This design comes from an exercise in tuning for small area and a short achievable clock period on the open sky130 flow, not from production work. Where RTL was checked, it was by simulation tests only, not by an equivalence proof against the original. For runs 4 and 5, only the layout was checked, not whether the RTL still works.

File: config.mk
export PLATFORM = sky130hd
export DESIGN_NAME = bf16_mac_tree
export DESIGN_NICKNAME = bf16_mac_tree
export VERILOG_FILES = /design/flow/design.v
export SDC_FILE = /design/flow/constraint.sdc
export NUM_CORES = 4
export LEC_CHECK = 0
export CAP_MARGIN = 20
export CORE_MARGIN = 2
export CORE_UTILIZATION = 40
export SLEW_MARGIN = 20
File: constraint.sdc
create_clock -name core_clock -period 46.0 [get_ports {clk}]
set_input_delay 9.2000 -clock core_clock [delete_from_list [all_inputs] [get_ports {clk}]]
set_output_delay 9.2000 -clock core_clock [all_outputs]
set_load 0.01 [all_outputs]
File: design.v
module multiplier_bf16 (
    input  [15:0] A,
    input  [15:0] B,
    output [15:0] P
);
    wire [7:0] ea = A[14:7];
    wire [7:0] eb = B[14:7];
    wire       sign = A[15] ^ B[15];
    wire za = ~|ea;
    wire zb = ~|eb;
    wire ma = &ea;
    wire mb = &eb;
    wire na = ma & (|A[6:0]);
    wire nb = mb & (|B[6:0]);
    wire ia = ma & ~(|A[6:0]);
    wire ib = mb & ~(|B[6:0]);
    wire [6:0] a = A[6:0];
    wire [6:0] b = B[6:0];
    wire [15:0] mp;
    wire w1 = (a[0] & b[6]) ^ (a[1] & b[5]);
    wire w2 = (a[0] & b[6]) & (a[1] & b[5]);
    wire w3 = (a[1] & b[6]) ^ (a[2] & b[5]) ^ (a[3] & b[4]);
    wire w4 = ((a[1] & b[6]) & (a[2] & b[5])) | ((a[1] & b[6]) & (a[3] & b[4])) | ((a[2] & b[5]) & (a[3] & b[4]));
    wire w5 = (a[4] & b[3]) ^ (a[5] & b[2]);
    wire w6 = (a[4] & b[3]) & (a[5] & b[2]);
    wire w7 = (a[2] & b[6]) ^ (a[3] & b[5]) ^ (a[4] & b[4]);
    wire w8 = ((a[2] & b[6]) & (a[3] & b[5])) | ((a[2] & b[6]) & (a[4] & b[4])) | ((a[3] & b[5]) & (a[4] & b[4]));
    wire w9 = (a[5] & b[3]) ^ (a[6] & b[2]);
    wire w10 = (a[5] & b[3]) & (a[6] & b[2]);
    wire w11 = (a[3] & b[6]) ^ (a[4] & b[5]) ^ (a[5] & b[4]);
    wire w12 = ((a[3] & b[6]) & (a[4] & b[5])) | ((a[3] & b[6]) & (a[5] & b[4])) | ((a[4] & b[5]) & (a[5] & b[4]));
    wire w13 = (a[0] & b[4]) ^ (a[1] & b[3]);
    wire w14 = (a[0] & b[4]) & (a[1] & b[3]);
    wire w15 = (a[0] & b[5]) ^ (a[1] & b[4]) ^ (a[2] & b[3]);
    wire w16 = ((a[0] & b[5]) & (a[1] & b[4])) | ((a[0] & b[5]) & (a[2] & b[3])) | ((a[1] & b[4]) & (a[2] & b[3]));
    wire w17 = (a[3] & b[2]) ^ (a[4] & b[1]);
    wire w18 = (a[3] & b[2]) & (a[4] & b[1]);
    wire w19 = w1 ^ (a[2] & b[4]) ^ (a[3] & b[3]);
    wire w20 = (w1 & (a[2] & b[4])) | (w1 & (a[3] & b[3])) | ((a[2] & b[4]) & (a[3] & b[3]));
    wire w21 = (a[4] & b[2]) ^ (a[5] & b[1]) ^ (a[6] & b[0]);
    wire w22 = ((a[4] & b[2]) & (a[5] & b[1])) | ((a[4] & b[2]) & (a[6] & b[0])) | ((a[5] & b[1]) & (a[6] & b[0]));
    wire w23 = w3 ^ w5 ^ (a[6] & b[1]);
    wire w24 = (w3 & w5) | (w3 & (a[6] & b[1])) | (w5 & (a[6] & b[1]));
    wire w25 = a[0] ^ b[0] ^ w2;
    wire w26 = (a[0] & b[0]) | (a[0] & w2) | (b[0] & w2);
    wire w27 = w7 ^ w9 ^ a[1];
    wire w28 = (w7 & w9) | (w7 & a[1]) | (w9 & a[1]);
    wire w29 = b[1] ^ w4 ^ w6;
    wire w30 = (b[1] & w4) | (b[1] & w6) | (w4 & w6);
    wire w31 = w11 ^ (a[6] & b[3]) ^ a[2];
    wire w32 = (w11 & (a[6] & b[3])) | (w11 & a[2]) | ((a[6] & b[3]) & a[2]);
    wire w33 = b[2] ^ w8 ^ w10;
    wire w34 = (b[2] & w8) | (b[2] & w10) | (w8 & w10);
    wire w35 = (a[4] & b[6]) ^ (a[5] & b[5]) ^ (a[6] & b[4]);
    wire w36 = ((a[4] & b[6]) & (a[5] & b[5])) | ((a[4] & b[6]) & (a[6] & b[4])) | ((a[5] & b[5]) & (a[6] & b[4]));
    wire w37 = a[3] ^ b[3] ^ w12;
    wire w38 = (a[3] & b[3]) | (a[3] & w12) | (b[3] & w12);
    wire w39 = (a[5] & b[6]) ^ (a[6] & b[5]) ^ a[4];
    wire w40 = ((a[5] & b[6]) & (a[6] & b[5])) | ((a[5] & b[6]) & a[4]) | ((a[6] & b[5]) & a[4]);
    wire w41 = (a[0] & b[3]) ^ (a[1] & b[2]);
    wire w42 = (a[0] & b[3]) & (a[1] & b[2]);
    wire w43 = w13 ^ (a[2] & b[2]) ^ (a[3] & b[1]);
    wire w44 = (w13 & (a[2] & b[2])) | (w13 & (a[3] & b[1])) | ((a[2] & b[2]) & (a[3] & b[1]));
    wire w45 = w15 ^ w17 ^ (a[5] & b[0]);
    wire w46 = (w15 & w17) | (w15 & (a[5] & b[0])) | (w17 & (a[5] & b[0]));
    wire w47 = w19 ^ w21 ^ w16;
    wire w48 = (w19 & w21) | (w19 & w16) | (w21 & w16);
    wire w49 = w23 ^ w25 ^ w20;
    wire w50 = (w23 & w25) | (w23 & w20) | (w25 & w20);
    wire w51 = w27 ^ w29 ^ w24;
    wire w52 = (w27 & w29) | (w27 & w24) | (w29 & w24);
    wire w53 = w31 ^ w33 ^ w28;
    wire w54 = (w31 & w33) | (w31 & w28) | (w33 & w28);
    wire w55 = w35 ^ w37 ^ w32;
    wire w56 = (w35 & w37) | (w35 & w32) | (w37 & w32);
    wire w57 = w39 ^ b[4] ^ w36;
    wire w58 = (w39 & b[4]) | (w39 & w36) | (b[4] & w36);
    wire w59 = (a[6] & b[6]) ^ a[5] ^ b[5];
    wire w60 = ((a[6] & b[6]) & a[5]) | ((a[6] & b[6]) & b[5]) | (a[5] & b[5]);
    wire w61 = (a[0] & b[2]) ^ (a[1] & b[1]);
    wire w62 = (a[0] & b[2]) & (a[1] & b[1]);
    wire w63 = w41 ^ (a[2] & b[1]) ^ (a[3] & b[0]);
    wire w64 = (w41 & (a[2] & b[1])) | (w41 & (a[3] & b[0])) | ((a[2] & b[1]) & (a[3] & b[0]));
    wire w65 = w43 ^ (a[4] & b[0]) ^ w42;
    wire w66 = (w43 & (a[4] & b[0])) | (w43 & w42) | ((a[4] & b[0]) & w42);
    wire w67 = w45 ^ w14 ^ w44;
    wire w68 = (w45 & w14) | (w45 & w44) | (w14 & w44);
    wire w69 = w47 ^ w18 ^ w46;
    wire w70 = (w47 & w18) | (w47 & w46) | (w18 & w46);
    wire w71 = w49 ^ w22 ^ w48;
    wire w72 = (w49 & w22) | (w49 & w48) | (w22 & w48);
    wire w73 = w51 ^ w26 ^ w50;
    wire w74 = (w51 & w26) | (w51 & w50) | (w26 & w50);
    wire w75 = w53 ^ w30 ^ w52;
    wire w76 = (w53 & w30) | (w53 & w52) | (w30 & w52);
    wire w77 = w55 ^ w34 ^ w54;
    wire w78 = (w55 & w34) | (w55 & w54) | (w34 & w54);
    wire w79 = w57 ^ w38 ^ w56;
    wire w80 = (w57 & w38) | (w57 & w56) | (w38 & w56);
    wire w81 = w59 ^ w40 ^ w58;
    wire w82 = (w59 & w40) | (w59 & w58) | (w40 & w58);
    wire w83 = a[6] ^ b[6] ^ w60;
    wire w84 = (a[6] & b[6]) | (a[6] & w60) | (b[6] & w60);
    wire [16:0] rc;
    assign rc[0] = 1'b0;
    assign mp[0] = (a[0] & b[0]) ^ 1'b0 ^ rc[0];
    assign rc[1] = ((a[0] & b[0]) & 1'b0) | ((a[0] & b[0]) & rc[0]) | (1'b0 & rc[0]);
    assign mp[1] = (a[0] & b[1]) ^ (a[1] & b[0]) ^ rc[1];
    assign rc[2] = ((a[0] & b[1]) & (a[1] & b[0])) | ((a[0] & b[1]) & rc[1]) | ((a[1] & b[0]) & rc[1]);
    assign mp[2] = w61 ^ (a[2] & b[0]) ^ rc[2];
    assign rc[3] = (w61 & (a[2] & b[0])) | (w61 & rc[2]) | ((a[2] & b[0]) & rc[2]);
    assign mp[3] = w63 ^ w62 ^ rc[3];
    assign rc[4] = (w63 & w62) | (w63 & rc[3]) | (w62 & rc[3]);
    assign mp[4] = w65 ^ w64 ^ rc[4];
    assign rc[5] = (w65 & w64) | (w65 & rc[4]) | (w64 & rc[4]);
    assign mp[5] = w67 ^ w66 ^ rc[5];
    assign rc[6] = (w67 & w66) | (w67 & rc[5]) | (w66 & rc[5]);
    assign mp[6] = w69 ^ w68 ^ rc[6];
    assign rc[7] = (w69 & w68) | (w69 & rc[6]) | (w68 & rc[6]);
    assign mp[7] = w71 ^ w70 ^ rc[7];
    assign rc[8] = (w71 & w70) | (w71 & rc[7]) | (w70 & rc[7]);
    assign mp[8] = w73 ^ w72 ^ rc[8];
    assign rc[9] = (w73 & w72) | (w73 & rc[8]) | (w72 & rc[8]);
    assign mp[9] = w75 ^ w74 ^ rc[9];
    assign rc[10] = (w75 & w74) | (w75 & rc[9]) | (w74 & rc[9]);
    assign mp[10] = w77 ^ w76 ^ rc[10];
    assign rc[11] = (w77 & w76) | (w77 & rc[10]) | (w76 & rc[10]);
    assign mp[11] = w79 ^ w78 ^ rc[11];
    assign rc[12] = (w79 & w78) | (w79 & rc[11]) | (w78 & rc[11]);
    assign mp[12] = w81 ^ w80 ^ rc[12];
    assign rc[13] = (w81 & w80) | (w81 & rc[12]) | (w80 & rc[12]);
    assign mp[13] = w83 ^ w82 ^ rc[13];
    assign rc[14] = (w83 & w82) | (w83 & rc[13]) | (w82 & rc[13]);
    assign mp[14] = 1'b1 ^ w84 ^ rc[14];
    assign rc[15] = (1'b1 & w84) | (1'b1 & rc[14]) | (w84 & rc[14]);
    assign mp[15] = 1'b0 ^ 1'b0 ^ rc[15];
    assign rc[16] = (1'b0 & 1'b0) | (1'b0 & rc[15]) | (1'b0 & rc[15]);
    wire       nrm = mp[15];
    wire [6:0] m   = nrm ? mp[14:8] : mp[13:7];
    wire [8:0] t;
    wire [8:0] tc;
    genvar i;
    assign tc[0] = nrm;
    generate
        for (i = 0; i < 8; i = i + 1) begin : ex
            assign t[i]    = ea[i] ^ eb[i] ^ tc[i];
            assign tc[i+1] = (ea[i] & eb[i]) | (ea[i] & tc[i]) | (eb[i] & tc[i]);
        end
    endgenerate
    assign t[8] = tc[8];
    wire       uf = ~t[8] & ~t[7];                         
    wire       of = t[8] & (t[7] | (&t[6:1]));            
    wire [7:0] e  = t[7:0] - 8'd127;
    assign P = (na | nb | (ia & zb) | (ib & za)) ? 16'h7F81 :
               (ia | ib)                        ? {sign, 8'hFF, 7'b0} :
               (za | zb | uf)                   ? {sign, 15'b0} :
               of                               ? {sign, 8'hFF, 7'b0} :
                                                  {sign, e, m};
endmodule
module adder_bf16 (
    input  [15:0] A,
    input  [15:0] B,
    output [15:0] S
);
    wire       sa = A[15];
    wire       sb = B[15];
    wire [7:0] ea = A[14:7];
    wire [7:0] eb = B[14:7];
    wire ma  = &ea;
    wire mb  = &eb;
    wire nfa = |A[6:0];
    wire nfb = |B[6:0];
    wire na  = ma & nfa;
    wire nb  = mb & nfb;
    wire ia  = ma & ~nfa;
    wire ib  = mb & ~nfb;
    wire nan_out = na | nb | (ia & ib & (sa ^ sb));
    wire inf_out = ia | ib;
    wire sinf    = ia ? sa : sb;
    wire [7:0] t;
    wire [8:0] tc;
    assign tc[0] = 1'b0;
    genvar i;
    generate
        for (i = 0; i < 8; i = i + 1) begin : td
            assign t[i]    = ea[i] ^ ~eb[i] ^ tc[i];
            assign tc[i+1] = (ea[i] & ~eb[i]) | (ea[i] & tc[i]) | (~eb[i] & tc[i]);
        end
    endgenerate
    wire ce = tc[8];
    wire ee = &t;                       
    wire [7:0] fc;
    assign fc[0] = 1'b1;
    generate
        for (i = 0; i < 7; i = i + 1) begin : fcmp
            assign fc[i+1] = (A[i] & ~B[i]) | (A[i] & fc[i]) | (~B[i] & fc[i]);
        end
    endgenerate
    wire agb = ce | (ee & fc[7]);       
    wire [6:0] fbig = agb ? A[6:0] : B[6:0];
    wire [6:0] fsml = agb ? B[6:0] : A[6:0];
    wire       hsml = agb ? |eb : |ea;
    wire       sbig = agb ? sa : sb;
    wire [7:0] eg   = ce ? ea : eb;
    wire [9:0] xb = {|eg, fbig, 2'b00};
    wire [9:0] xs = {hsml, fsml, 2'b00};
    wire [9:0] xp = ce ? {1'b0, xs[9:1]} : xs;
    wire [7:0] sh = t ^ {8{~ce}};
    wire [9:0] ys = (|sh[7:4]) ? 10'd0 : (xp >> sh[3:0]);
    wire       op = sa ^ sb;
    wire [9:0] yo = ys ^ {10{op}};
    wire [10:0] sc;
    wire [10:0] sum;
    assign sc[0] = op;
    generate
        for (i = 0; i < 10; i = i + 1) begin : ad
            assign sum[i]  = xb[i] ^ yo[i] ^ sc[i];
            assign sc[i+1] = (xb[i] & yo[i]) | (xb[i] & sc[i]) | (yo[i] & sc[i]);
        end
    endgenerate
    assign sum[10] = sc[10] & ~op;
    wire        z8 = ~|sum[10:3];
    wire [10:0] v1 = z8 ? {sum[2:0], 8'b0} : sum;
    wire        z4 = ~|v1[10:7];
    wire [10:0] v2 = z4 ? {v1[6:0], 4'b0} : v1;
    wire        z2 = ~|v2[10:9];
    wire [10:0] v3 = z2 ? {v2[8:0], 2'b0} : v2;
    wire        z1 = ~v3[10];
    wire [10:0] v4 = z1 ? {v3[9:0], 1'b0} : v3;
    wire [3:0]  lz = {z8, z4, z2, z1};
    wire [8:0] ic;
    wire [7:0] eg1;
    assign ic[0] = 1'b1;
    generate
        for (i = 0; i < 8; i = i + 1) begin : inc
            assign eg1[i]  = eg[i] ^ ic[i];
            assign ic[i+1] = eg[i] & ic[i];
        end
    endgenerate
    wire [3:0] hm;                      
    wire [4:0] hb;
    assign hb[0] = 1'b1;
    generate
        for (i = 0; i < 4; i = i + 1) begin : dec
            assign hm[i]   = eg1[4+i] ^ hb[i];
            assign hb[i+1] = ~eg1[4+i] & hb[i];
        end
    endgenerate
    wire [3:0] lo;                      
    wire [4:0] lb;
    assign lb[0] = 1'b0;
    generate
        for (i = 0; i < 4; i = i + 1) begin : sub
            assign lo[i]   = eg1[i] ^ lz[i] ^ lb[i];
            assign lb[i+1] = (~eg1[i] & lz[i]) | (~eg1[i] & lb[i]) | (lz[i] & lb[i]);
        end
    endgenerate
    wire [7:0] ex = {lb[4] ? hm : eg1[7:4], lo};
    wire zero = ~v4[10];                           
    wire uf   = ~|eg[7:4] & (lz > eg[3:0]);        
    wire of   = sum[10] & (eg == 8'hFE);           
    assign S = nan_out ? 16'h7F81 :
               inf_out ? {sinf, 8'hFF, 7'b0} :
               zero    ? {sa & sb, 15'b0} :
               uf      ? {sbig, 15'b0} :
               of      ? {sbig, 8'hFF, 7'b0} :
                         {sbig, ex, v4[9:3]};
endmodule
module bf16_mac_tree (
    input clk,
    input reset,
    input [15:0] in0, in1, in2, in3,
    input [15:0] in4, in5, in6, in7,
    input [15:0] in8, in9, in10, in11,
    input [15:0] in12, in13, in14, in15,
    output [15:0] out
);
    wire [15:0] prod [0:7];
    reg  [15:0] prod_r [0:7];
    wire [15:0] sum [0:5];
    reg  [15:0] s4_r, s5_r;
    multiplier_bf16 m0 (.A(in0),  .B(in1),  .P(prod[0]));
    multiplier_bf16 m1 (.A(in2),  .B(in3),  .P(prod[1]));
    multiplier_bf16 m2 (.A(in4),  .B(in5),  .P(prod[2]));
    multiplier_bf16 m3 (.A(in6),  .B(in7),  .P(prod[3]));
    multiplier_bf16 m4 (.A(in8),  .B(in9),  .P(prod[4]));
    multiplier_bf16 m5 (.A(in10), .B(in11), .P(prod[5]));
    multiplier_bf16 m6 (.A(in12), .B(in13), .P(prod[6]));
    multiplier_bf16 m7 (.A(in14), .B(in15), .P(prod[7]));
    reg live;
    always @(posedge clk) begin
        prod_r[0] <= prod[0]; prod_r[1] <= prod[1];
        prod_r[2] <= prod[2]; prod_r[3] <= prod[3];
        prod_r[4] <= prod[4]; prod_r[5] <= prod[5];
        prod_r[6] <= prod[6]; prod_r[7] <= prod[7];
    end
    always @(posedge clk or posedge reset) begin
        if (reset) live <= 1'b0;
        else       live <= 1'b1;
    end
    adder_bf16 a0 (.A(prod_r[0]), .B(prod_r[1]), .S(sum[0]));
    adder_bf16 a1 (.A(prod_r[2]), .B(prod_r[3]), .S(sum[1]));
    adder_bf16 a2 (.A(prod_r[4]), .B(prod_r[5]), .S(sum[2]));
    adder_bf16 a3 (.A(prod_r[6]), .B(prod_r[7]), .S(sum[3]));
    adder_bf16 a4 (.A(sum[0]), .B(sum[1]), .S(sum[4]));
    adder_bf16 a5 (.A(sum[2]), .B(sum[3]), .S(sum[5]));
    always @(posedge clk or posedge reset) begin
        if (reset) begin
            s4_r <= 16'b0;
            s5_r <= 16'b0;
        end else begin
            s4_r <= live ? sum[4] : 16'b0;
            s5_r <= live ? sum[5] : 16'b0;
        end
    end
    adder_bf16 a6 (.A(s4_r), .B(s5_r), .S(out));
endmodule
File: flow/run.sh
#!/bin/bash
# Own layout flow: the standard flow with these changes.
#  - Synthesis keeps the module hierarchy until the final flatten (SYNTH_HIERARCHICAL=1).
#  - Full-adder cells (no half adders) are extracted only in multiplier_bf16, whose logic
#    is not run through Yosys's "abc -fast" before extraction; the other modules are.
#  - ABC maps each module with the script flow/area.abc (delay target plus buffering
#    and down-sizing) instead of ORFS's script.
#  - Port buffers are sky130_fd_sc_hd__buf_1.
# Each step's full output goes to its own log in this folder.
set -euo pipefail
W=$(pwd)
F=$W/flow
head -1 $W/synth_recipe.tcl | grep -q '^proc synth {args} { yosys synth -nofsm -noshare {\*}$args }$'
cat > $W/my_synth.tcl <<EOT
proc abc {args} {
  set i [lsearch -exact \$args -script]
  if {\$i >= 0} { set args [lreplace \$args [expr {\$i+1}] [expr {\$i+1}] $F/area.abc] }
  yosys abc {*}\$args
}
proc extract_fa {args} { yosys extract_fa -fa multiplier_bf16 }
proc synth {args} {
  if {[lsearch -exact \$args fine:] >= 0} {
    yosys synth -nofsm -noshare -noabc {*}\$args
    yosys abc -fast adder_bf16 bf16_mac_tree
    yosys opt -fast
  } else {
    yosys synth -nofsm -noshare {*}\$args
  }
}
EOT
tail -n +2 $W/synth_recipe.tcl >> $W/my_synth.tcl
bash standard.sh SYNTH_SCRIPT=$W/my_synth.tcl SYNTH_HIERARCHICAL=1 synth > $W/synth.log 2>&1
bash standard.sh "BUFFER_PORTS_ARGS=-buffer_cell sky130_fd_sc_hd__buf_1" > $W/layout.log 2>&1
File: flow/area.abc
strash
dc2
dch
map -D 7000
topo
buffer -c
dnsize -c
File: standard.sh
#!/bin/bash
# synth_recipe.tcl (not shown) runs the flow's synth.tcl, then flattens the netlist and writes it again
# the make line also repeats each setting of config.mk as NAME=value (left out here)
make -C /OpenROAD-flow-scripts/flow DESIGN_CONFIG=/design/flow/config.mk WORK_HOME=/design/flow/orfs CLKGATE_MAP_FILE= SYNTH_SCRIPT=/design/flow/synth_recipe.tcl "${@:-finish}"
==> summary.txt, run 1 <==
status complete, no violations; starting density of the core 0.4049; worst slew margin relative to its limit 0.3773; synth-to-layout area growth 8.395%; routability congestion estimate from global placement slightly above 0.9; multiplexer area fraction after synthesis 0.004129; count of nets after finishing 6263; number of warnings reported in the yosys synthesis log 9; Clock Latency Late Sink slightly below 0.5 ns; Vias 34970; post-CTS setup repair buffer count 0; met2 routing resource usage after global routing 0.3917; most frequent cells in the layout nand2_1 (1214), nor2_1 (958), inv_1 (736); Total Routed Length 99200 µm; sequential share of the synthesized area 0.09983; routed length per instance about 15 µm; largest driver fanout on the critical path 20; die span in x 295.3 µm; maximum count of clock buffers along a single path 2; clock skew about 0.016 ns; reg-to-reg setup timing slack 27.39 ns; Fillers 9116; syn_nets between 6000 and 7000; portion of the clock cycle consumed by the worst path in the final layout 0.4212; clock slew seen by the registers of the worst setup and hold paths 0.08 ns; FP Rows around 110; count of pins on the block boundary about 270; overall die height 295.3 µm; crit-path most repeated cell nand2_1; syn_area_per_cell 6.330 µm²; number of slew-limit violations in the final report 0; DR DRC count 0; number of instances in the synthesized netlist 5362; highest cell delay on the worst timing path 0.50 ns; dominant combinational cell family by area after synthesis simple AND/OR/NAND/NOR gates; layout cell share with drive strength beyond 1 0.02759; unrepaired setup endpoints after global routing no; CTS Buf Count 17; worst min path class reg -> reg; Buf+Inv Stages, Crit Path 6; Slowest cell on crit path inv_1; Overflow after GRT 0; endpoint kind of the worst setup timing path primary output; Worst EP required ~37 ns; detailed-placement wirelength estimate 86150 µm; Clock Sinks roughly 160; most common library cell in the layout ignoring fill and taps nand2_1; starting DRC count in detailed routing roughly 2300; setup-violating endpoint count in the final report 0; Unique masters post-synth 40; minimum clock period between 15 and 20 ns; CP delay by family, top simple AND/OR/NAND/NOR gates; core occupancy in the finished layout 0.4389; H-tree depth reported by CTS 4; ys async rst share 0.2050; vias in the first global route approximately 33000; timing-limited maximum frequency roughly 52 MHz; WP data arrival between 10 and 15 ns; most heavily used metal layer in global routing met2; area used by multi-input combinational logic 0.02746 mm²; simple-gate share of the synthesized area 0.3292; buffer type at the clock tree root clkbuf_16; total routing usage reported by global routing 0.2299; Post-synth top flop dfxtp_1; FF/Latch Area 0.003388 mm²; Post-synth EDFFs 0; sort of element at the start of the critical path flop; number of port buffers between 200 and 300; detail-routed via count per cell roughly 5.2; initial antenna violation count 9; Die Footprint 0.08719 mm²; global-route wire length before repair ~160000 µm; CTS Hold Bufs 0; TritonCTS clock tree yes; synthesized-area fraction occupied by xor and xnor cells 0.07432; synthesized-area fraction occupied by ao, oa, aoi and oai cells 0.1655; final hold viol count 0; netlist area before placement around 0.034 mm²; Post-DRT Antenna Nets 0; Resized Gates After CTS 0; met3 demand-to-capacity share in global routing 0.02285; actual slew at the worst max-slew pin 0.9330 ns; fraction of the mapped netlist area in adder cells 0.2359; worst setup path class reg -> out; Sum Neg Setup Slack 0 ns; core area 0.08382 mm²; number of iterations in the first detailed-routing pass 5; met1 GRT Util 0.3173; largest net degree at the start of global routing 34; max_cap viols 0; flops & latches, synth 161
==> worst paths after layout <==
check | depth (start not counted) | from | to
worst max-delay path | 63 | s5_r[8]$_DFF_PP0_ | out[14]
worst min-delay path | 2 | live$_DFF_PP0_ | s4_r[5]$_DFF_PP0_
worst max register to register | 117 | prod_r[5][8]$_DFF_P_ | s5_r[14]$_DFF_PP0_
worst min register to register | 2 | live$_DFF_PP0_ | s4_r[5]$_DFF_PP0_
max in group asynchronous | 3 | reset | s5_r[5]$_DFF_PP0_
min in group asynchronous | 3 | reset | s5_r[8]$_DFF_PP0_
==> synthesized netlist by cell type, types with 8 or more instances <==
master    instances  share of area
a31o_2            8         0.0021
a21oi_1         299          0.044
a31oi_1          28         0.0052
nor3_1          115          0.017
fa_1            400           0.24
o31ai_1          21         0.0046
nand4_1          90          0.017
nor4_1           89          0.016
o41ai_1           8         0.0021
nand3_1          86          0.013
clkinv_1         22         0.0024
inv_1           736          0.081
xor2_1          224          0.058
o211ai_1         37         0.0082
a211oi_1         21         0.0046
xnor2_1          64          0.017
nor3b_1          14         0.0031
nor2_1          958           0.11
nand2_1        1214           0.13
buf_2            14         0.0021
mux2i_1          14         0.0041
o21ai_0         424          0.063
or2_2           105          0.019
a221oi_1         22         0.0057
dfxtp_1         128          0.076
o22ai_1          58          0.011
dfrtp_1          33          0.024
clkbuf_1         35         0.0039
a22oi_1          28         0.0062
==> per-module statistics from Yosys (local to each module, per instance) <==
module           flops+latches  copies in the design  cells inside  cell area (µm²)
bf16_mac_tree              161                     1           231             3681
adder_bf16                   0                     7           469             2253
multiplier_bf16              0                     8           231             1810
==> cell families after synthesis <==
| logic type | count (synthesis) |
|---|---|
| other | 1 |
| adders and majority gates | 400 |
| and+or+nand+nor | 2692 |
| muxes | 14 |
| DFF | 161 |
| xor gates and xnor gates | 288 |
| buffers and inverters | 810 |
| AOI/OAI and AO/OA | 996 |
==> registers in the layout, indices dropped and copies added, names as in the netlist <==
register,cells
s5_r,16
prod_r,128
live,1
s4_r,16
==> through the flow <==
step / std cells / worst slack, ns / instance area, µm² / hold slack (ns)
global route: 6753 / 24.87 / 36780 / 1.026
finish: 6757 / 26.63 / 36790 / 0.9529
detailed placement: 6720 / 26.51 / 36160 / 0.9443
floorplan: 5362 / 27.48 / 33940 / 0.5152
CTS: 6752 / 26.72 / 36780 / 0.9525
global placement: 6720 / 26.60 / 36160 / 0.9396
==> tightest hold or removal path, stage by stage, from the launching register on <==
cell	delay, ns
dfrtp_1	0.32
inv_1	0.38
nor2_1	0.21
==> per-layer routing <==
layer	part of all wire	vias up	wire [µm]
li1	-	17820	-
met1	0.46	16170	45800
met2	0.47	894	46930
met3	0.050	85	4982
met4	0.015	2	1464
met5	0.00014	-	14
==> area by class of cell <==
type / count / share of cell area
Tap cell: 1134 / 0.03857
Clock buffer: 17 / 0.01156
Sequential cell: 161 / 0.09210
Inverter: 758 / 0.07734
Timing Repair Buffer: 276 / 0.02847
Multi-Input combinational cell: 4391 / 0.7465
Clock inverter: 15 / 0.005102
Antenna cell: 5 / 0.0003401
==> run 2: changes to the inputs <==
==> flow/area.abc (replaced) <==
strash
dc2
dch
map -D 7000
topo
buffer -N 6
dnsize -c
==> run 2 against run 1 <==
Sequential cell count unchanged. Via count decreased by 0.39%. Highest routed layer is now met4. Non-clock buffer count increased by 1. Area after synthesis increased by 1.7%. Core utilization decreased by 0.85 points. Maximum frequency decreased by 0.49%. Register-to-register slack got worse by 0.21 ns. Sequential share of layout area about the same. Still clean. First-iteration DRC count increased by 1.4%. Synthesized cell count increased by 3.1%. Clock skew increased by 0.0046 ns.
==> summary.txt, run 2 <==
leading registers by flop count prod_r (128), s4_r (16), s5_r (16); Clock Latency Late Sink 0.48 ns (about the same); starting density of the core 0.4042 (-0.0006715); Fillers 9263 (+1.6%); syn_area_per_cell 6.248 µm² (-1.3%); DR DRC count 0 (unchanged); core area 0.08541 mm² (+1.9%); FP Rows 107 (+0.94%); synth-to-layout area growth 6.469%; largest driver fanout on the critical path 20 (unchanged); sort of element at the start of the critical path flop; most common cell in the netlist nand2_1; CTS Buf Count 17 (unchanged); starting DRC count in detailed routing 2299 (+1.4%); Unique masters post-synth 36 (-10%); number of port buffers 273 (unchanged); Post-synth EDFFs 0 (unchanged); initial antenna violation count 2 (-7); Post-DRT Antenna Nets 0 (unchanged); overall die height 297.8 µm (+0.85%); Hold Worst Slack 0.9126 ns (-0.04027 ns); detail-routed via count per cell 5.148 (-0.51%); clock skew 0.02056 ns (+0.004565 ns); largest net degree at the start of global routing 34 (unchanged); Buf+Inv Stages, Crit Path 6 (unchanged); Slowest cell on crit path inv_1; count of pins on the block boundary 274 (unchanged); placed cell areas 0.03616 mm² (about the same); max FFs per register 128 (unchanged); portion of the clock cycle consumed by the worst path in the final layout 0.4233 (+0.002054); maximum count of clock buffers along a single path 2 (unchanged); max_cap viols 0 (unchanged); actual slew at the worst max-slew pin 0.9763 ns (+0.04332 ns); number of slew-limit violations in the final report 0 (unchanged); syn_nets 6184 (+2.7%); highest cell delay on the worst timing path 0.59 ns (+0.09 ns); Resized Gates After CTS 0 (unchanged); core occupancy in the finished layout 0.4304 (-0.008513); sequential share of the synthesized area 0.09813 (-0.001700); Cell Count Post-Placement 6731 (+0.16%); Post-synth top flop dfxtp_1; H-tree depth reported by CTS 4 (unchanged); Clock Sinks 161 (unchanged); Cell Count, Final, Fillers Out 6765 (+0.12%); most frequent cells in the layout nand2_1 (1221), nor2_1 (958), inv_1 (758); status complete, no violations; CTS Hold Bufs 0 (unchanged); endpoint kind of the worst setup timing path primary output; netlist area before placement 0.03453 mm² (+1.7%); detailed-placement wirelength estimate 81700 µm (-5.2%); leading post-synthesis cells by instance count nand2_1 (1221), nor2_1 (958), inv_1 (758); most common library cell in the layout ignoring fill and taps nand2_1; library cell with the largest summed area after synthesis fa_1; CP delay by family, top simple AND/OR/NAND/NOR gates; share of the synthesized area in the top cell type 0.2319 (-0.004019); Overflow after GRT 0 (unchanged); vias in the first global route 33090 (+0.076%); routability congestion estimate from global placement 0.9391 (+0.95%); worst min path class reg -> reg; routed length per instance 14.07 µm (-4.1%); minimum clock period 19.47 ns (+0.09450 ns); post-CTS setup repair buffer count 0 (unchanged); TritonCTS clock tree yes; buffer type at the clock tree root clkbuf_16; register with the most flip-flops prod_r; count of nets after finishing 6264 (+0.016%); flops & latches, synth 161 (unchanged); Vias 34830 (-0.39%); number of warnings reported in the yosys synthesis log 9 (unchanged); area used by multi-input combinational logic 0.02745 mm² (about the same); number of instances in the synthesized netlist 5526 (+3.1%); number of iterations in the first detailed-routing pass 7 (+2); layout cell share with drive strength beyond 1 0.02652 (-0.001073); setup-violating endpoint count in the final report 0 (unchanged); worst slew margin relative to its limit 0.3423 (-0.03507); clock slew seen by the registers of the worst setup and hold paths 0.06 ns (-0.02 ns); Die Footprint 0.08868 mm² (+1.7%); Synth area leaders fa_1 (23%), nand2_1 (13%), nor2_1 (10%); FF/Latch Area 0.003388 mm² (unchanged); WP data arrival 10.27 ns (+0.10 ns); total routing usage reported by global routing 0.2141 (-0.01581); Total Routed Length 95220 µm (-4.0%); Layout Cell Area excl Fill 0.03676 mm² (about the same); worst setup path class reg -> out; unrepaired setup endpoints after global routing no; ys async rst share 0.2050 (unchanged); Sum Neg Setup Slack 0 ns (unchanged); timing-limited maximum frequency 51.36 MHz (-0.49%); global-route wire length before repair 159800 µm (-2.8%); Worst EP required 36.80 ns (about the same); crit-path most repeated cell nand2_1; die span in x 297.8 µm (+0.85%); final hold viol count 0 (unchanged)
==> run 2: changes by cell type in the layout (fill, tap and decap cells not counted), moves of 4 or more <==
cell      delta
nand2_2      -7
clkinv_8     -6
clkinv_1    -22
nand2_1      +7
o21ai_1      -7
inv_6        +4
inv_1       +22
o21ai_0      +7
==> run 2: layout make-up <==
class	instances	area share
clock buffer	18	0.01225
antenna	2	0.0001361
clock inverter	14	0.003812
multi-input combinational	4391	0.7466
sequential	161	0.09217
timing repair buffer	277	0.02869
inverter	758	0.07740
tap	1144	0.03894
==> run 2: routing by layer <==
metal / share of wire / global-route usage / vias to the layer above
met2: 0.47 / 0.3685 / 843
met4: 0.024 / 0.06114 / 0
li1: - / - / 17810
met3: 0.041 / 0.01991 / 139
met5: 0 / 0 / -
met1: 0.46 / 0.2856 / 16040
==> run 2: cells by family after synthesis <==
family,after synthesis,share of synthesized area
adders and majority gates,400,0.2319
AOI/OAI and AO/OA,996,0.1627
and+or+nand+nor,2692,0.3231
DFF,161,0.09813
xor gates and xnor gates,288,0.07306
buffers and inverters,974,0.1070
other,1,0.0001086
muxes,14,0.004059
==> run 2: per-module statistics from Yosys (local to each module, per instance) <==
| module | copies in the design | cells inside | flip-flops and latches |
|---|---|---|---|
| adder_bf16 | 7 | 484 | 0 |
| bf16_mac_tree | 1 | 234 | 161 |
| multiplier_bf16 | 8 | 238 | 0 |
==> run 2: worst register-to-register path: cells and delay by family, from the launching register on <==
kind | cells | cell delay [ns]
xor+xnor | 5 | 0.84
mux | 2 | 0.28
compound gates | 20 | 4.51
flops | 1 | 0.47
simple gates | 79 | 10.78
buf+inv | 10 | 1.82
==> run 2: through the flow <==
stage               worst slack (ns)
floorplan                      27.65
global placement               26.68
detailed placement             26.39
CTS                            26.58
global route                   24.32
finish                         26.53
==> run 2: final timing paths <==
kind / from / to / slack (ns) / cells past startpoint
setup / recovery: s5_r[8]$_DFF_PP0_ / out[14] / 26.53 / 62
hold / removal: live$_DFF_PP0_ / s4_r[0]$_DFF_PP0_ / 0.91 / 2
setup reg to reg: prod_r[3][8]$_DFF_P_ / s4_r[14]$_DFF_PP0_ / 27.18 / 116
hold reg to reg: live$_DFF_PP0_ / s4_r[0]$_DFF_PP0_ / 0.91 / 2
max in group asynchronous: reset / s5_r[4]$_DFF_PP0_ / 36.89 / 3
min in group asynchronous: reset / s4_r[12]$_DFF_PP0_ / 8.81 / 3
==> run 3: changes to the inputs <==
--- a/design.v
+++ b/design.v
@@ -139,16 +139,29 @@
     wire [6:0] m   = nrm ? mp[14:8] : mp[13:7];
-    wire [8:0] t;
-    wire [8:0] tc;
+    wire [8:0] s;
+    wire [8:0] sc;
     genvar i;
-    assign tc[0] = nrm;
+    assign sc[0] = 1'b0;
     generate
         for (i = 0; i < 8; i = i + 1) begin : ex
-            assign t[i]    = ea[i] ^ eb[i] ^ tc[i];
-            assign tc[i+1] = (ea[i] & eb[i]) | (ea[i] & tc[i]) | (eb[i] & tc[i]);
+            assign s[i]    = ea[i] ^ eb[i] ^ sc[i];
+            assign sc[i+1] = (ea[i] & eb[i]) | (ea[i] & sc[i]) | (eb[i] & sc[i]);
         end
     endgenerate
-    assign t[8] = tc[8];
-    wire       uf = ~t[8] & ~t[7];                         
-    wire       of = t[8] & (t[7] | (&t[6:1]));            
-    wire [7:0] e  = t[7:0] - 8'd127;
+    assign s[8] = sc[8];
+    wire [7:0] e0  = s[7:0] + 8'h81;                       
+    wire       uf0 = ~s[8] & ~s[7];                        
+    wire       uf1 = uf0 & ~(&s[6:0]);                     
+    wire       of1 = s[8] & (s[7] | (&s[6:2] & (s[1] | s[0])));    
+    wire       of0 = s[8] & (s[7] | (&s[6:1]));                      
+    wire [8:0] ic;
+    wire [7:0] e;
+    assign ic[0] = nrm;
+    generate
+        for (i = 0; i < 8; i = i + 1) begin : inc
+            assign e[i]    = e0[i] ^ ic[i];
+            assign ic[i+1] = e0[i] & ic[i];
+        end
+    endgenerate
+    wire       uf = nrm ? uf1 : uf0;
+    wire       of = nrm ? of1 : of0;
     assign P = (na | nb | (ia & zb) | (ib & za)) ? 16'h7F81 :
@@ -179,5 +192,8 @@
     wire sinf    = ia ? sa : sb;
-    wire [7:0] t;
-    wire [8:0] tc;
+    wire [7:0] p = ea ^ ~eb;
+    wire [7:0] g = ea & ~eb;
+    wire [7:0] t, u;
+    wire [8:0] tc, uc;
     assign tc[0] = 1'b0;
+    assign uc[0] = 1'b1;
     genvar i;
@@ -185,8 +201,11 @@
         for (i = 0; i < 8; i = i + 1) begin : td
-            assign t[i]    = ea[i] ^ ~eb[i] ^ tc[i];
-            assign tc[i+1] = (ea[i] & ~eb[i]) | (ea[i] & tc[i]) | (~eb[i] & tc[i]);
+            assign t[i]    = p[i] ^ tc[i];
+            assign tc[i+1] = g[i] | (p[i] & tc[i]);
+            assign u[i]    = p[i] ^ uc[i];
+            assign uc[i+1] = g[i] | (p[i] & uc[i]);
         end
     endgenerate
-    wire ce = tc[8];
-    wire ee = &t;                       
+    wire ce = tc[8];                    
+    wire cu = uc[8];                    
+    wire ee = cu & ~ce;                 
     wire [7:0] fc;
@@ -203,8 +222,7 @@
     wire       sbig = agb ? sa : sb;
-    wire [7:0] eg   = ce ? ea : eb;
+    wire [7:0] eg   = cu ? ea : eb;
     wire [9:0] xb = {|eg, fbig, 2'b00};
     wire [9:0] xs = {hsml, fsml, 2'b00};
-    wire [9:0] xp = ce ? {1'b0, xs[9:1]} : xs;
-    wire [7:0] sh = t ^ {8{~ce}};
-    wire [9:0] ys = (|sh[7:4]) ? 10'd0 : (xp >> sh[3:0]);
+    wire [7:0] sh = cu ? u : ~t;
+    wire [9:0] ys = (|sh[7:4]) ? 10'd0 : (xs >> sh[3:0]);
     wire       op = sa ^ sb;
@@ -221,11 +239,13 @@
     assign sum[10] = sc[10] & ~op;
-    wire        z8 = ~|sum[10:3];
-    wire [10:0] v1 = z8 ? {sum[2:0], 8'b0} : sum;
-    wire        z4 = ~|v1[10:7];
-    wire [10:0] v2 = z4 ? {v1[6:0], 4'b0} : v1;
-    wire        z2 = ~|v2[10:9];
-    wire [10:0] v3 = z2 ? {v2[8:0], 2'b0} : v2;
-    wire        z1 = ~v3[10];
-    wire [10:0] v4 = z1 ? {v3[9:0], 1'b0} : v3;
-    wire [3:0]  lz = {z8, z4, z2, z1};
+    reg [3:0] lz;
+    integer k;
+    always @* begin
+        lz = 4'd15;
+        for (k = 0; k <= 10; k = k + 1)
+            if (sum[k]) lz = 4'd10 - k[3:0];
+    end
+    wire [10:0] v1 = lz[3] ? {sum[2:0], 8'b0} : sum;
+    wire [10:0] v2 = lz[2] ? {v1[6:0], 4'b0} : v1;
+    wire [10:0] v3 = lz[1] ? {v2[8:0], 2'b0} : v2;
+    wire [10:0] v4 = lz[0] ? {v3[9:0], 1'b0} : v3;
     wire [8:0] ic;
==> flow/area.abc (replaced) <==
strash
dc2
dch
map -D 7000
topo
buffer -c
dnsize -c
==> run 3 against run 2 <==
Routed wire length is 4.6% higher. First-iteration DRC count is 11% higher. Critical path type unchanged. Cell count is 4.5% higher. Clock-buffer cell count is 2 higher. Highest routed layer unchanged. Setup slack better by 2.0 ns. Maximum frequency is 12% higher. Register-to-register slack better by 2.9 ns. Critical endpoint unchanged.
==> summary.txt, run 3 <==
status complete, no violations; most frequent cells in the layout nor2_1 (1246), nand2_1 (1066), inv_1 (897); count of pins on the block boundary 274 (unchanged); number of port buffers 273 (unchanged); Synth area leaders fa_1 (23%), nor2_1 (13%), nand2_1 (12%); met2 routing resource usage after global routing 0.3797 (+0.01122); most common library cell in the layout ignoring fill and taps nor2_1; Layout Cell Area excl Fill 0.03747 mm² (+1.9%); routability congestion estimate from global placement 0.9354 (-0.39%); total routing usage reported by global routing 0.2230 (+0.008915); actual slew at the worst max-slew pin 1.121 ns (+0.1447 ns); Overflow after GRT 0 (unchanged); H-tree depth reported by CTS 4 (unchanged); met1 GRT Util 0.3086 (+0.02298); most heavily used metal layer in global routing met2; detailed-placement wirelength estimate 85550 µm (+4.7%); setup-violating endpoint count in the final report 0 (unchanged); Total Routed Length 99580 µm (+4.6%); minimum clock period 17.42 ns (-2.047 ns); maximum count of clock buffers along a single path 2 (unchanged); timing-limited maximum frequency 57.40 MHz (+12%); largest driver fanout on the critical path 22 (+10%); overall die height 298.6 µm (+0.28%); syn_nets 6335 (+2.4%); sort of element at the start of the critical path flop; flops & latches, synth 161 (unchanged); count of nets after finishing 6549 (+4.5%); most common cell in the netlist nor2_1; unrepaired setup endpoints after global routing no; post-CTS setup repair buffer count 0 (unchanged); clock skew 0.007862 ns (-0.01270 ns); final hold viol count 0 (unchanged); FF/Latch Area 0.003388 mm² (unchanged); max_cap viols 0 (unchanged); Worst Reg-to-Reg Cells 115 (-0.86%); highest cell delay on the worst timing path 0.42 ns (-0.17 ns); portion of the clock cycle consumed by the worst path in the final layout 0.3788 (-0.04449); initial antenna violation count 0 (-2); Post-synth top flop dfxtp_1; Sum Neg Setup Slack 0 ns (unchanged); Buf+Inv Stages, Crit Path 13 (+7); leading registers by flop count prod_r (128), s4_r (16), s5_r (16); buffer type at the clock tree root clkbuf_16; largest net degree at the start of global routing 34 (unchanged); worst slew margin relative to its limit 0.2458 (-0.09650); number of inserted diodes 0 (-2); Resized Gates After CTS 0 (unchanged); Clock Latency Late Sink 0.50 ns (+0.02 ns); sequential share of the synthesized area 0.09758 (-0.0005587); global-route wire length before repair 166800 µm (+4.4%); area used by multi-input combinational logic 0.02754 mm² (+0.33%); library cell with the largest summed area after synthesis fa_1; vias in the first global route 34330 (+3.7%); Worst EP required 36.80 ns (about the same); register with the most flip-flops prod_r; TritonCTS clock tree yes; share of the synthesized area in the top cell type 0.2260 (-0.005932); worst min path class reg -> reg; reg-to-reg setup timing slack 30.13 ns (+2.95 ns); placed cell areas 0.03690 mm² (+2.0%); FF-to-FF Start prod_r[7][8]$_DFF_P_; CTS Buf Count 17 (unchanged); core occupancy in the finished layout 0.4340 (+0.003622); starting density of the core 0.4021 (-0.002080); number of iterations in the first detailed-routing pass 6 (-1); Fillers 9264 (+0.011%); number of warnings reported in the yosys synthesis log 10 (+1); Clock Sinks 161 (unchanged); crit-path most repeated cell nand2_1; RR Endpoint s5_r[14]$_DFF_PP0_; number of slew-limit violations in the final report 0 (unchanged); worst setup path class reg -> out; Die Footprint 0.08918 mm² (+0.56%); number of instances in the synthesized netlist 5685 (+2.9%); die span in x 298.6 µm (+0.28%); max FFs per register 128 (unchanged); syn_area_per_cell 6.108 µm² (-2.2%); total stage count of the critical path 63 (+1.6%); met3 demand-to-capacity share in global routing 0.02276 (+0.002847); endpoint kind of the worst setup timing path primary output; ys async rst share 0.2050 (unchanged); routed length per instance 14.09 µm (+0.12%); layout cell share with drive strength beyond 1 0.02030 (-0.006219); leading post-synthesis cells by instance count nor2_1 (1246), nand2_1 (1066), inv_1 (897); synth-to-layout area growth 7.920%; detail-routed via count per cell 5.159 (+0.20%); source of the critical timing path s5_r[8]$_DFF_PP0_; Slowest cell on crit path dfrtp_1; CP delay by family, top simple AND/OR/NAND/NOR gates; DR DRC count 0 (unchanged); Post-synth EDFFs 0 (unchanged); core area 0.08635 mm² (+1.1%); Post-DRT Antenna Nets 0 (unchanged); worst setup path endpoint out[14]; clock slew seen by the registers of the worst setup and hold paths 0.07 ns (about the same); Vias 36460 (+4.7%); FP Rows 108 (+0.93%); netlist area before placement 0.03472 mm² (+0.57%); WP data arrival 8.22 ns (-2.05 ns); Unique masters post-synth 40 (+11%); starting DRC count in detailed routing 2559 (+11%); CTS Hold Bufs 0 (unchanged)
run 3: worst min path at each step:
stage                               from                 end  slack [ns]  depth (start not counted)
after CTS                 live$_DFF_PP0_  s5_r[11]$_DFF_PP0_        0.97                          2
after global routing      live$_DFF_PP0_  s5_r[13]$_DFF_PP0_        1.07                          2
after global placement    live$_DFF_PP0_  s5_r[12]$_DFF_PP0_        0.95                          2
final                     live$_DFF_PP0_  s5_r[11]$_DFF_PP0_        0.94                          2
after detailed placement  live$_DFF_PP0_  s5_r[12]$_DFF_PP0_        0.95                          2
after floorplan           live$_DFF_PP0_  s5_r[13]$_DFF_PP0_        0.52                          2
run 3: logic make-up (layout without fill, tap and decap cells):
kind of cell,Yosys count,count (layout),share of synthesized area
other cells,1,1,0.0001080
xor+xnor,203,203,0.05120
mux,7,7,0.002018
fa+ha+maj,392,392,0.2260
buf+inv,1000,1227,0.1095
simple gates,2790,2790,0.3297
compound gates,1131,1131,0.1839
flops,161,161,0.09758
run 3: through the flow:
step	worst slack, ns	instances	hold WS (ns)
after CTS	28.59	7067	0.9693
after global routing	27.10	7067	1.069
after floorplan	30.68	5685	0.5152
after global placement	29.26	7035	0.9487
final	28.58	7067	0.9401
after detailed placement	29.16	7035	0.9459
run 3: routing by layer:
| metal | wire, µm | vias to the layer above |
|---|---|---|
| met5 | 0 | - |
| met4 | 1354 | 0 |
| met3 | 4410 | 85 |
| met2 | 46670 | 904 |
| met1 | 47150 | 16740 |
| li1 | - | 18730 |
run 3: cell type report:
cell class,count,share of cell area
clock inverter,12,0.003272
clock buffer,20,0.01219
sequential,161,0.09041
tap,1155,0.03856
multi-input combinational,4524,0.7348
inverter,911,0.09125
timing repair buffer,284,0.02955
run 3: modules after synthesis, one instance, submodules excluded:
| module | times used | flops+latches | cell area [µm²] | cells inside |
|---|---|---|---|---|
| adder_bf16 | 7 | 0 | 2328 | 506 |
| bf16_mac_tree | 1 | 161 | 3681 | 231 |
| multiplier_bf16 | 8 | 0 | 1843 | 239 |
run 3: worst register-to-register path, delay by kind of cell (launching register included):
kind	cells	cell delay, ns
flops	1	0.48
simple gates	67	7.62
compound gates	26	5.18
xor+xnor	2	0.29
buf+inv	20	2.18
==> run 4: changes to the inputs <==
--- a/design.v
+++ b/design.v
@@ -172,3 +172,5 @@
 endmodule
-module adder_bf16 (
+module adder_bf16 #(
+    parameter LAST = 0
+) (
     input  [15:0] A,
@@ -335,3 +337,3 @@
     end
-    adder_bf16 a6 (.A(s4_r), .B(s5_r), .S(out));
+    adder_bf16 #(.LAST(1)) a6 (.A(s4_r), .B(s5_r), .S(out));
 endmodule
--- a/flow/run.sh
+++ b/flow/run.sh
@@ -5,4 +5,5 @@
 #    is not run through Yosys's "abc -fast" before extraction; the other modules are.
-#  - ABC maps each module with the script flow/area.abc (delay target plus buffering
-#    and down-sizing) instead of ORFS's script.
+#  - ABC maps with flow/area.abc (a delay target plus buffering and down-sizing)
+#    instead of ORFS's script, except the adder copy that drives `out`
+#    (adder_bf16 with LAST=1), which it maps with flow/fast.abc.
 #  - Port buffers are sky130_fd_sc_hd__buf_1.
@@ -16,4 +17,5 @@
   set i [lsearch -exact \$args -script]
-  if {\$i >= 0} { set args [lreplace \$args [expr {\$i+1}] [expr {\$i+1}] $F/area.abc] }
-  yosys abc {*}\$args
+  set base [lreplace \$args \$i [expr {\$i+1}]]
+  yosys abc {*}\$base -script $F/fast.abc {\$paramod*adder_bf16*}
+  yosys abc {*}\$base -script $F/area.abc adder_bf16 multiplier_bf16 bf16_mac_tree
 }
@@ -23,3 +25,3 @@
     yosys synth -nofsm -noshare -noabc {*}\$args
-    yosys abc -fast adder_bf16 bf16_mac_tree
+    yosys abc -fast adder_bf16 {\$paramod*adder_bf16*} bf16_mac_tree
     yosys opt -fast
==> flow/fast.abc (new file) <==
strash
dc2
dch
map -D 4000
topo
buffer -c
upsize -c
dnsize -c
==> run 4 against run 3 <==
Still clean. Worst hold slack got worse by 0.022 ns. Clock skew is 0.011 ns higher. Die area up 1.0%. Global-route usage down 0.71 points. Critical path depth rose by 53. Register-to-register slack got worse by 0.05 ns. Sequential cell count stayed put. Highest routed layer unchanged.
==> summary.txt, run 4 <==
status complete, no violations; Fillers 9182 (-0.89%); endpoint kind of the worst setup timing path flop; FF/Latch Area 0.003388 mm² (unchanged); worst setup path class reg -> reg; routed length per instance 13.62 µm (-3.4%); leading post-synthesis cells by instance count nor2_1 (1190), nand2_1 (1077), inv_1 (871); clock slew seen by the registers of the worst setup and hold paths 0.07 ns (about the same); worst slew margin relative to its limit 0.2204 (-0.02541); TritonCTS clock tree yes; netlist area before placement 0.03508 mm² (+1.0%); detailed-placement wirelength estimate 82770 µm (-3.2%); met2 routing resource usage after global routing 0.3814 (+0.001710); post-CTS setup repair buffer count 0 (unchanged); number of port buffers 273 (unchanged); flops & latches, synth 161 (unchanged); number of slew-limit violations in the final report 0 (unchanged); register with the most flip-flops prod_r; actual slew at the worst max-slew pin 1.159 ns (+0.03776 ns); number of inserted diodes 0 (unchanged); global-route wire length before repair 164400 µm (-1.5%); sequential share of the synthesized area 0.09657 (-0.001002); crit-path most repeated cell nand2_1; Vias 36620 (+0.43%); CTS Buf Count 17 (unchanged); number of iterations in the first detailed-routing pass 5 (-1); most common cell in the netlist nor2_1; Slowest cell on crit path nor2_1; sort of element at the start of the critical path flop; FP Rows 108 (unchanged); timing-limited maximum frequency 62.82 MHz (+9.5%); Sum Neg Setup Slack 0 ns (unchanged); WP data arrival 16.25 ns (+8.03 ns); starting density of the core 0.4038 (+0.001646); CTS Hold Bufs 0 (unchanged); count of pins on the block boundary 274 (unchanged); max_cap viols 0 (unchanged); met1 GRT Util 0.2864 (-0.02219); layout cell share with drive strength beyond 1 0.02652 (+0.006227); library cell with the largest summed area after synthesis fa_1; H-tree depth reported by CTS 4 (unchanged); area used by multi-input combinational logic 0.02795 mm² (+1.5%); syn_area_per_cell 6.170 µm² (+1.0%); largest driver fanout on the critical path 22 (unchanged); final hold viol count 0 (unchanged); largest net degree at the start of global routing 34 (unchanged); max FFs per register 128 (unchanged); Post-DRT Antenna Nets 0 (unchanged); DR DRC count 0 (unchanged); initial antenna violation count 0 (unchanged); Clock Sinks 161 (unchanged); core occupancy in the finished layout 0.4353 (+0.001347); core area 0.08689 mm² (+0.63%); most common library cell in the layout ignoring fill and taps nor2_1; highest cell delay on the worst timing path 0.57 ns (+0.15 ns); minimum clock period 15.92 ns (-1.505 ns); number of warnings reported in the yosys synthesis log 11 (+1); share of the synthesized area in the top cell type 0.2237 (-0.002321); starting DRC count in detailed routing 2536 (-0.90%); met3 demand-to-capacity share in global routing 0.02161 (-0.001150); setup-violating endpoint count in the final report 0 (unchanged); reg-to-reg setup timing slack 30.08 ns (-0.05 ns); most frequent cells in the layout nor2_1 (1190), nand2_1 (1077), inv_1 (871); Clock Latency Late Sink 0.49 ns (about the same); portion of the clock cycle consumed by the worst path in the final layout 0.3460 (-0.03272); maximum count of clock buffers along a single path 2 (unchanged); synth-to-layout area growth 7.814% (about the same); Post-synth top flop dfxtp_1; Worst EP required 46.33 ns (+9.53 ns); Die Footprint 0.09010 mm² (+1.0%); clock skew 0.01934 ns (+0.01148 ns); Unique masters post-synth 62 (+55%); ys async rst share 0.2050 (unchanged); vias in the first global route 34460 (+0.38%); die span in x 300.2 µm (+0.51%); total routing usage reported by global routing 0.2159 (-0.007075); Post-synth EDFFs 0 (unchanged); overall die height 300.2 µm (+0.51%); number of instances in the synthesized netlist 5686 (+0.018%); syn_nets 6336 (+0.016%); routability congestion estimate from global placement 0.9132 (-2.4%); worst min path class reg -> reg; most heavily used metal layer in global routing met2; Total Routed Length 96340 µm (-3.3%); unrepaired setup endpoints after global routing no; detail-routed via count per cell 5.176 (+0.33%); Resized Gates After CTS 0 (unchanged); buffer type at the clock tree root clkbuf_16; leading registers by flop count prod_r (128), s4_r (16), s5_r (16); Synth area leaders fa_1 (22%), nor2_1 (13%), nand2_1 (12%); count of nets after finishing 6556 (+0.11%); Overflow after GRT 0 (unchanged)
-- run 4: changes by cell type after synthesis, moves of 13 or more --
cell / change
a211oi_1: +33
a21oi_1: -47
inv_1: -26
nand3_1: +25
nand4_1: +15
nor2_1: -56
nor3_1: +13
nor4_1: -18
o21ai_1: +16
-- run 4: cell families after synthesis --
family                   synth area share
adder cells (fa/ha/maj)            0.2237
buffers and inverters              0.1067
multiplexers                     0.001997
AND/OR/NAND/NOR                    0.3322
flip-flops                        0.09657
XOR/XNOR                          0.05389
other                           0.0001069
AO/OA/AOI/OAI                      0.1849
-- run 4: cell type report --
class                           instances  share of cell area
Clock buffer                           17             0.01125
Timing Repair Buffer                  282             0.02888
Tap cell                             1155             0.03820
Inverter                              897             0.08901
Clock inverter                         15            0.004069
Sequential cell                       161             0.08957
Multi-Input combinational cell       4547              0.7390
-- run 4: per-layer routing --
metal / wire length (µm) / vias to the layer above / share of wire
met2: 46800 / 768 / 0.49
met4: 1392 / 0 / 0.014
met5: 0 / - / 0
li1: - / 18850 / -
met3: 3392 / 85 / 0.035
met1: 44760 / 16920 / 0.46
-- run 4: modules after synthesis (local to each module, per instance), a selection --
module / cell area [µm²] / flops+latches
bf16_mac_tree: 3681 / 161
adder_bf16: 2328 / 0
multiplier_bf16: 1853 / 0
-- run 4: worst paths after layout --
kind,from,to,depth (start not counted)
hold reg to reg,live$_DFF_PP0_,s4_r[5]$_DFF_PP0_,2
setup / recovery,prod_r[7][8]$_DFF_P_,s5_r[14]$_DFF_PP0_,116
hold / removal,live$_DFF_PP0_,s4_r[5]$_DFF_PP0_,2
min in group asynchronous,reset,s4_r[7]$_DFF_PP0_,3
setup reg to reg,prod_r[7][8]$_DFF_P_,s5_r[14]$_DFF_PP0_,116
max in group asynchronous,reset,s4_r[14]$_DFF_PP0_,3
-- run 4: through the flow --
stage | hold WS [ns] | std cells | area, µm² | worst slack [ns]
floorplan | 0.5152 | 5686 | 35080 | 30.59
global route | 1.045 | 7074 | 37830 | 27.50
global placement | 0.9259 | 7042 | 37250 | 29.77
detailed placement | 0.9391 | 7042 | 37250 | 29.66
finish | 0.9178 | 7074 | 37830 | 30.08
CTS | 0.9528 | 7074 | 37830 | 30.18
-- run 4: critical path: cells and delay by family, from the launching register on --
kind                   cells  cell delay [ns]
AND/OR/NAND/NOR           68             7.79
AO/OA/AOI/OAI             26             5.09
flip-flops                 1             0.47
XOR/XNOR                   2             0.21
buffers and inverters     20             2.20
==> run 5: changes to the inputs <==
--- a/design.v
+++ b/design.v
@@ -173,3 +173,3 @@
 module adder_bf16 #(
-    parameter LAST = 0
+    parameter LEVEL = 1
 ) (
@@ -177,4 +177,6 @@
     input  [15:0] B,
+    input         kill,
     output [15:0] S
 );
+    wire kl = (LEVEL == 3) ? kill : 1'b0;
     wire       sa = A[15];
@@ -283,3 +285,4 @@
     wire of   = sum[10] & (eg == 8'hFE);           
-    assign S = nan_out ? 16'h7F81 :
+    assign S = kl      ? 16'h0000 :
+               nan_out ? 16'h7F81 :
                inf_out ? {sinf, 8'hFF, 7'b0} :
@@ -311,3 +314,3 @@
     multiplier_bf16 m7 (.A(in14), .B(in15), .P(prod[7]));
-    reg live;
+    reg live, live2;
     always @(posedge clk) begin
@@ -319,21 +322,21 @@
     always @(posedge clk or posedge reset) begin
-        if (reset) live <= 1'b0;
-        else       live <= 1'b1;
-    end
-    adder_bf16 a0 (.A(prod_r[0]), .B(prod_r[1]), .S(sum[0]));
-    adder_bf16 a1 (.A(prod_r[2]), .B(prod_r[3]), .S(sum[1]));
-    adder_bf16 a2 (.A(prod_r[4]), .B(prod_r[5]), .S(sum[2]));
-    adder_bf16 a3 (.A(prod_r[6]), .B(prod_r[7]), .S(sum[3]));
-    adder_bf16 a4 (.A(sum[0]), .B(sum[1]), .S(sum[4]));
-    adder_bf16 a5 (.A(sum[2]), .B(sum[3]), .S(sum[5]));
-    always @(posedge clk or posedge reset) begin
         if (reset) begin
-            s4_r <= 16'b0;
-            s5_r <= 16'b0;
+            live  <= 1'b0;
+            live2 <= 1'b0;
         end else begin
-            s4_r <= live ? sum[4] : 16'b0;
-            s5_r <= live ? sum[5] : 16'b0;
+            live  <= 1'b1;
+            live2 <= live;
         end
     end
-    adder_bf16 #(.LAST(1)) a6 (.A(s4_r), .B(s5_r), .S(out));
+    adder_bf16 #(.LEVEL(1)) a0 (.A(prod_r[0]), .B(prod_r[1]), .kill(1'b0), .S(sum[0]));
+    adder_bf16 #(.LEVEL(1)) a1 (.A(prod_r[2]), .B(prod_r[3]), .kill(1'b0), .S(sum[1]));
+    adder_bf16 #(.LEVEL(1)) a2 (.A(prod_r[4]), .B(prod_r[5]), .kill(1'b0), .S(sum[2]));
+    adder_bf16 #(.LEVEL(1)) a3 (.A(prod_r[6]), .B(prod_r[7]), .kill(1'b0), .S(sum[3]));
+    adder_bf16 #(.LEVEL(2)) a4 (.A(sum[0]), .B(sum[1]), .kill(1'b0), .S(sum[4]));
+    adder_bf16 #(.LEVEL(2)) a5 (.A(sum[2]), .B(sum[3]), .kill(1'b0), .S(sum[5]));
+    always @(posedge clk) begin
+        s4_r <= sum[4];
+        s5_r <= sum[5];
+    end
+    adder_bf16 #(.LEVEL(3)) a6 (.A(s4_r), .B(s5_r), .kill(~live2), .S(out));
 endmodule
--- a/flow/run.sh
+++ b/flow/run.sh
@@ -6,4 +6,5 @@
 #  - ABC maps with flow/area.abc (a delay target plus buffering and down-sizing)
-#    instead of ORFS's script, except the adder copy that drives `out`
-#    (adder_bf16 with LAST=1), which it maps with flow/fast.abc.
+#    instead of ORFS's script, except the adders of tree levels 2 and 3
+#    (adder_bf16 with LEVEL=2 or 3), which it maps with flow/level2.abc and
+#    flow/level3.abc, scripts that trade some area for speed.
 #  - Port buffers are sky130_fd_sc_hd__buf_1.
@@ -18,4 +19,5 @@
   set base [lreplace \$args \$i [expr {\$i+1}]]
-  yosys abc {*}\$base -script $F/fast.abc {\$paramod*adder_bf16*}
-  yosys abc {*}\$base -script $F/area.abc adder_bf16 multiplier_bf16 bf16_mac_tree
+  yosys abc {*}\$base -script $F/level3.abc {\$paramod*adder_bf16*LEVEL=*11}
+  yosys abc {*}\$base -script $F/level2.abc {\$paramod*adder_bf16*LEVEL=*10}
+  yosys abc {*}\$base -script $F/area.abc {\$paramod*adder_bf16*LEVEL=*01} multiplier_bf16 bf16_mac_tree
 }
@@ -25,3 +27,3 @@
     yosys synth -nofsm -noshare -noabc {*}\$args
-    yosys abc -fast adder_bf16 {\$paramod*adder_bf16*} bf16_mac_tree
+    yosys abc -fast {\$paramod*adder_bf16*} bf16_mac_tree
     yosys opt -fast
==> flow/level2.abc (new file) <==
strash
dc2
dch
map -D 5000
topo
buffer -c
upsize -c
dnsize -c
==> flow/level3.abc (new file) <==
strash
dc2
dch
map -D 4000
topo
buffer -c
upsize -c
dnsize -c
removed: flow/fast.abc
==> run 5 against run 4 <==
Area after synthesis is essentially flat. Clock skew grew 0.0017 ns. First-iteration DRC count shrank 13%. Cell area about the same. Synthesized cell count down 1.9%. Global-route usage decreased by 0.15 points. Cell count down 1.5%. Critical path type is now reg -> out. Register-to-register slack improved by 1.5 ns. Critical path depth decreased by 78. Sequential cell count up 1.
==> summary.txt, run 5 <==
Post-DRT Antenna Nets 0 (unchanged); endpoint with the worst hold slack live2$_DFF_PP0_; timing-limited maximum frequency 61.51 MHz (-2.1%); number of slew-limit violations in the final report 0 (unchanged); endpoint kind of the worst setup timing path primary output; FF/Latch Area 0.003253 mm² (-4.0%); Worst EP required 36.80 ns (-9.53 ns); vias in the first global route 34290 (-0.49%); synth-to-layout area growth 7.742% (about the same); area used by multi-input combinational logic 0.02835 mm² (+1.4%); Fillers 9305 (+1.3%); Worst Reg-to-Reg Cells 85 (-27%); maximum count of clock buffers along a single path 2 (unchanged); minimum clock period 16.26 ns (+0.3390 ns); total routing usage reported by global routing 0.2144 (-0.001487); FP Rows 108 (unchanged); core occupancy in the finished layout 0.4351 (about the same); starting DRC count in detailed routing 2195 (-13%); actual slew at the worst max-slew pin 1.202 ns (+0.04331 ns); Total Routed Length 96090 µm (-0.26%); detailed-placement wirelength estimate 82690 µm (about the same); DR DRC count 0 (unchanged); status complete, no violations; initial antenna violation count 0 (unchanged); crit-path most repeated cell nand2_1; post-CTS setup repair buffer count 0 (unchanged); layout cell share with drive strength beyond 1 0.04248 (+0.01596); max_cap viols 0 (unchanged); reg-to-reg setup timing slack 31.62 ns (+1.54 ns); die span in x 300.2 µm (about the same); routed length per instance 13.79 µm (+1.2%); leading registers by flop count prod_r (128), s4_r (16), s5_r (16); max FFs per register 128 (unchanged); netlist area before placement 0.03509 mm² (about the same); number of port buffers 273 (unchanged); core area 0.08689 mm² (unchanged); Resized Gates After CTS 0 (unchanged); final hold viol count 0 (unchanged); most frequent cells in the layout nor2_1 (1110), nand2_1 (1058), inv_1 (781); number of warnings reported in the yosys synthesis log 12 (+1); worst hold stages 0 (-2); buffer type at the clock tree root clkbuf_16; hold_sp live$_DFF_PP0_; worst slew margin relative to its limit 0.1912 (-0.02914)
==> run 5: cell count changes in the layout (fill, tap and decap cells not counted), sizes merged, moves of 6 or more <==
cell / change
inv: -74
nor2: -69
o22ai: -8
dfxtp: +32
dfrtp: -31
xor2: -6
or3: +6
nor3: -6
o21ai: +16
o221ai: +7
==> run 5: cell type report <==
type                            instances  share of cell area
Multi-Input combinational cell       4513              0.7500
Timing Repair Buffer                  279             0.02840
Inverter                              828             0.08222
Sequential cell                       162             0.08606
Tap cell                             1155             0.03823
Clock buffer                           18             0.01135
Clock inverter                         14            0.003740
==> run 5: worst max path at each step <==
stage / endpoint / depth (start not counted) / start
after floorplan: prod_r[0][10]$_DFF_P_ / 21 / in1[6]
after global placement: prod_r[0][10]$_DFF_P_ / 23 / in1[4]
after detailed placement: prod_r[7][10]$_DFF_P_ / 22 / in14[2]
after CTS: out[2] / 39 / s4_r[8]$_DFF_P_
after global routing: out[4] / 38 / s5_r[7]$_DFF_P_
final: out[4] / 38 / s5_r[7]$_DFF_P_
==> run 5: worst max-delay path, delay by kind of cell (launching register included) <==
kind	cells	cell delay [ns]
AO/OA/AOI/OAI	17	3.02
buffers and inverters	2	0.35
flip-flops	1	0.47
AND/OR/NAND/NOR	19	2.71
==> run 5: metal layers <==
metal  vias up  routed length [µm]  GRT usage
li1      18690                   -          -
met3        73                3005    0.01640
met1     16630               45150     0.2847
met2       691               46670     0.3821
met5         -                   0          0
met4         0                1271    0.04202
==> run 5: per-stage QoR <==
| step | hold WS, ns | cell area [µm²] |
|---|---|---|
| finish | 0.3483 | 37800 |
| global route | 0.3593 | 37800 |
| CTS | 0.3521 | 37770 |
| detailed placement | 0.3356 | 37200 |
| global placement | 0.3367 | 37200 |
| floorplan | 0.3312 | 35090 |

==> afterwards: timing with drivers on the ports <==
The flow's constraints put no driver on any port. The routed layouts listed below were extracted and timed again, unchanged, in two steps. Step 1, drivers: a clkbuf_16 drives clk and a buf_2 each remaining input, both assumed. Step 2, shift: input delay + t, output delay - t, t = (earliest + latest rising clock arrival at the registers) / 2. This alone moves slack from input paths to output paths. Three values: ideal, step 1, step 2; two values: the first two.
run | t (ns) | setup WS [ns] | latest minus earliest clock arrival (ns) | slew at the worst register clock pin (ns)
run 1 | 0.540 | 26.625 / 26.562 / 26.462 | 0.020 / 0.019 | 0.08 / 0.08
run 2 | 0.536 | 26.531 / 26.468 / 26.382 | 0.021 / 0.021 | 0.07 / 0.07
run 3 | 0.553 | 28.577 / 28.514 / 29.067 | 0.010 / 0.010 | 0.07 / 0.07
run 4 | 0.546 | 30.082 / 30.082 / 29.647 | 0.020 / 0.019 | 0.08 / 0.08
run 5 | 0.551 | 29.743 / 29.677 / 29.741 | 0.021 / 0.022 | 0.08 / 0.08
After both steps setup and hold are still met in every run listed. For run 4, which loses most, drivers alone change the setup slack by 0.000 ns; drivers and shift together by -0.435 ns.
